Source: an optimization exercise on an open RTL-to-GDS flow (aim: small area). Production flows keep margins and buffers that such runs may drop.
In this exercise RTL edits were held to simulation tests only and were not proved equivalent to the original.
The flow treats the clock pin as an ideal source. Dropping or thinning the clock tree relies on that and would not hold on a real chip.
No activity file was given, so power comes from the tool's default toggle rates.

==> flow/design.v (excerpt) <==
module alu8(input clk,
            input rst,
            input [7:0] operand_1,
            input [7:0] operand_2,
            input [3:0] opcode,
            output reg [7:0] alu_out,
            output reg z_flag,
            output reg cy_flag,
            output reg sign_flag);
  wire [7:0] result;
  wire z_next, cy_next, sign_next;
  ALU a1(operand_1, operand_2, opcode, z_flag, cy_flag, sign_flag, rst,
         z_next, cy_next, sign_next, result);
  always @(posedge clk) begin
    alu_out   <= result;
    z_flag    <= z_next;
    cy_flag   <= cy_next;
    sign_flag <= sign_next;
  end
endmodule
Settings: LEC_CHECK=0, CAP_MARGIN=20, CORE_AREA=2 2 59 59, DIE_AREA=0 0 61 61, GPL_TIMING_DRIVEN=0, SLEW_MARGIN=20; clock period 5.0 ns.
standard.sh (not shown) runs the stock make flow with config.mk's settings and CLKGATE_MAP_FILE= SYNTH_SCRIPT=/design/flow/synth_recipe.tcl, a recipe that flattens the netlist after the stock synthesis.
==> flow/flow/run.sh <==
#!/bin/bash
# Own layout flow: the standard ORFS flow (standard.sh) with
#  * our own synthesis script (flow/synth.tcl),
#  * port buffers of the smallest buffer cell (buf_1) instead of ORFS's pick,
#  * two clock buffers for the 11 registers instead of CTS's tree
#    (flow/cts_post.tcl, run at the end of ORFS's CTS step).
# Each tool's output goes to ORFS's own logs under orfs/logs; make's output
# to flow_make.log.
set -euo pipefail
W=$(pwd)
export OWN_FLOW_DIR=$W/flow
export OWN_CLOCK_BUFFER=sky130_fd_sc_hd__buf_2
export OWN_CLOCK_BUFFERS=2
bash standard.sh \
  SYNTH_SCRIPT=$W/flow/synth.tcl \
  "BUFFER_PORTS_ARGS=-buffer_cell sky130_fd_sc_hd__buf_1" \
  POST_CTS_TCL=$W/flow/cts_post.tcl SKIP_CTS_REPAIR_TIMING=1 SKIP_INCREMENTAL_REPAIR=1 \
  finish > $W/flow_make.log 2>&1
Other scripts of this flow, unchanged in this note and not shown: flow/flow/abc_1.script, flow/flow/abc_2.script, flow/flow/abc_3.script, flow/flow/abc_4.script, flow/flow/cts_post.tcl, flow/flow/synth.tcl
Next try:
--- a/flow/design.v
+++ b/flow/design.v
@@ -14,17 +14,17 @@
   wire op0 = opcode[0];
   wire op1 = opcode[1];
   wire op2 = opcode[2];
   wire op3 = opcode[3];
   wire nsub_f;
   wire sub;
   wire op0b;
   hd_buf_1 u_op0b(.A(op0), .X(op0b));
-  hd_a21oi_1 u_sub(.A1(op0), .A2(op2), .B1(op1), .Y(nsub_f));
+  hd_mux2i_1 u_sub(.A0(op1), .A1(op0), .S(op2), .Y(nsub_f));
   hd_inv_2 u_subb(.A(nsub_f), .Y(sub));
   wire g_pr;
   wire g_arith;
   wire g_logic;
   wire g_k;
   hd_nor2b_1 u_gpr(.A(rst), .B_N(op2), .Y(g_pr));
   hd_nor2b_1 u_ga(.A(op1), .B_N(g_pr), .Y(g_arith));
   hd_and2_1 u_gl(.A(op1), .B(g_pr), .X(g_logic));
@@ -156,19 +156,16 @@
   hd_a211oi_1 u_z(.A1(nsc), .A2(nzk), .B1(rst), .C1(scnz), .Y(z_flag));
 endmodule
 module hd_a211oi_1(input A1, input A2, input B1, input C1, output Y);
   assign Y = ~((A1 & A2) | B1 | C1);
 endmodule
 module hd_a21boi_1(input A1, input A2, input B1_N, output Y);
   assign Y = ~((A1 & A2) | ~B1_N);
 endmodule
-module hd_a21oi_1(input A1, input A2, input B1, output Y);
-  assign Y = ~((A1 & A2) | B1);
-endmodule
 module hd_a221oi_1(input A1, input A2, input B1, input B2, input C1, output Y);
   assign Y = ~((A1 & A2) | (B1 & B2) | C1);
 endmodule
 module hd_a22oi_1(input A1, input A2, input B1, input B2, output Y);
   assign Y = ~((A1 & A2) | (B1 & B2));
 endmodule
 module hd_and2_1(input A, input B, output X);
   assign X = A & B;
Utilization goes up by 0.16 points. Wire length goes down by about 1.4%. Clock power goes down by about 2%. Cell count is unchanged. Cell area goes up by about 0.5%. First-iteration DRC count goes down by 22%. Synthesized cell count does not change. Worst setup slack gets worse by 0.097 ns. Sequential cell count does not change. Combinational power goes up by about 6%. Power goes up by about 2.6%. Via count goes up by about 5%. Synthesized area goes up by about 0.6%.
No run of this note takes its clock network from TritonCTS; it comes from the design's own scripts or RTL.

[separate check: timing with driven ports]
How much do the figures lean on ideal ports? The routed layouts below were timed once more, with nothing changed but the port constraints.
Step 1 assumes that a clkbuf_16 drives the clock port and a buf_2 every other input.
Step 2, shift: input delay + t, output delay - t, t = (earliest + latest rising clock arrival at the registers) / 2. This alone moves slack from input paths to output paths.
Slacks: no drivers / after step 1 / after step 2; pairs: no drivers / after step 1.
run | t (ns) | slack for setup (ns) | worst register clock-pin slew, ns
the first run | 0.140 | 0.272 / 0.271 / 0.132 | 0.09 / 0.09
the second run | 0.138 | 0.175 / 0.162 / 0.024 | 0.09 / 0.09
After both steps every run listed still meets setup and hold. The setup slack of the second run, which loses most, moves by -0.013 ns with the drivers and by -0.151 ns with both steps.
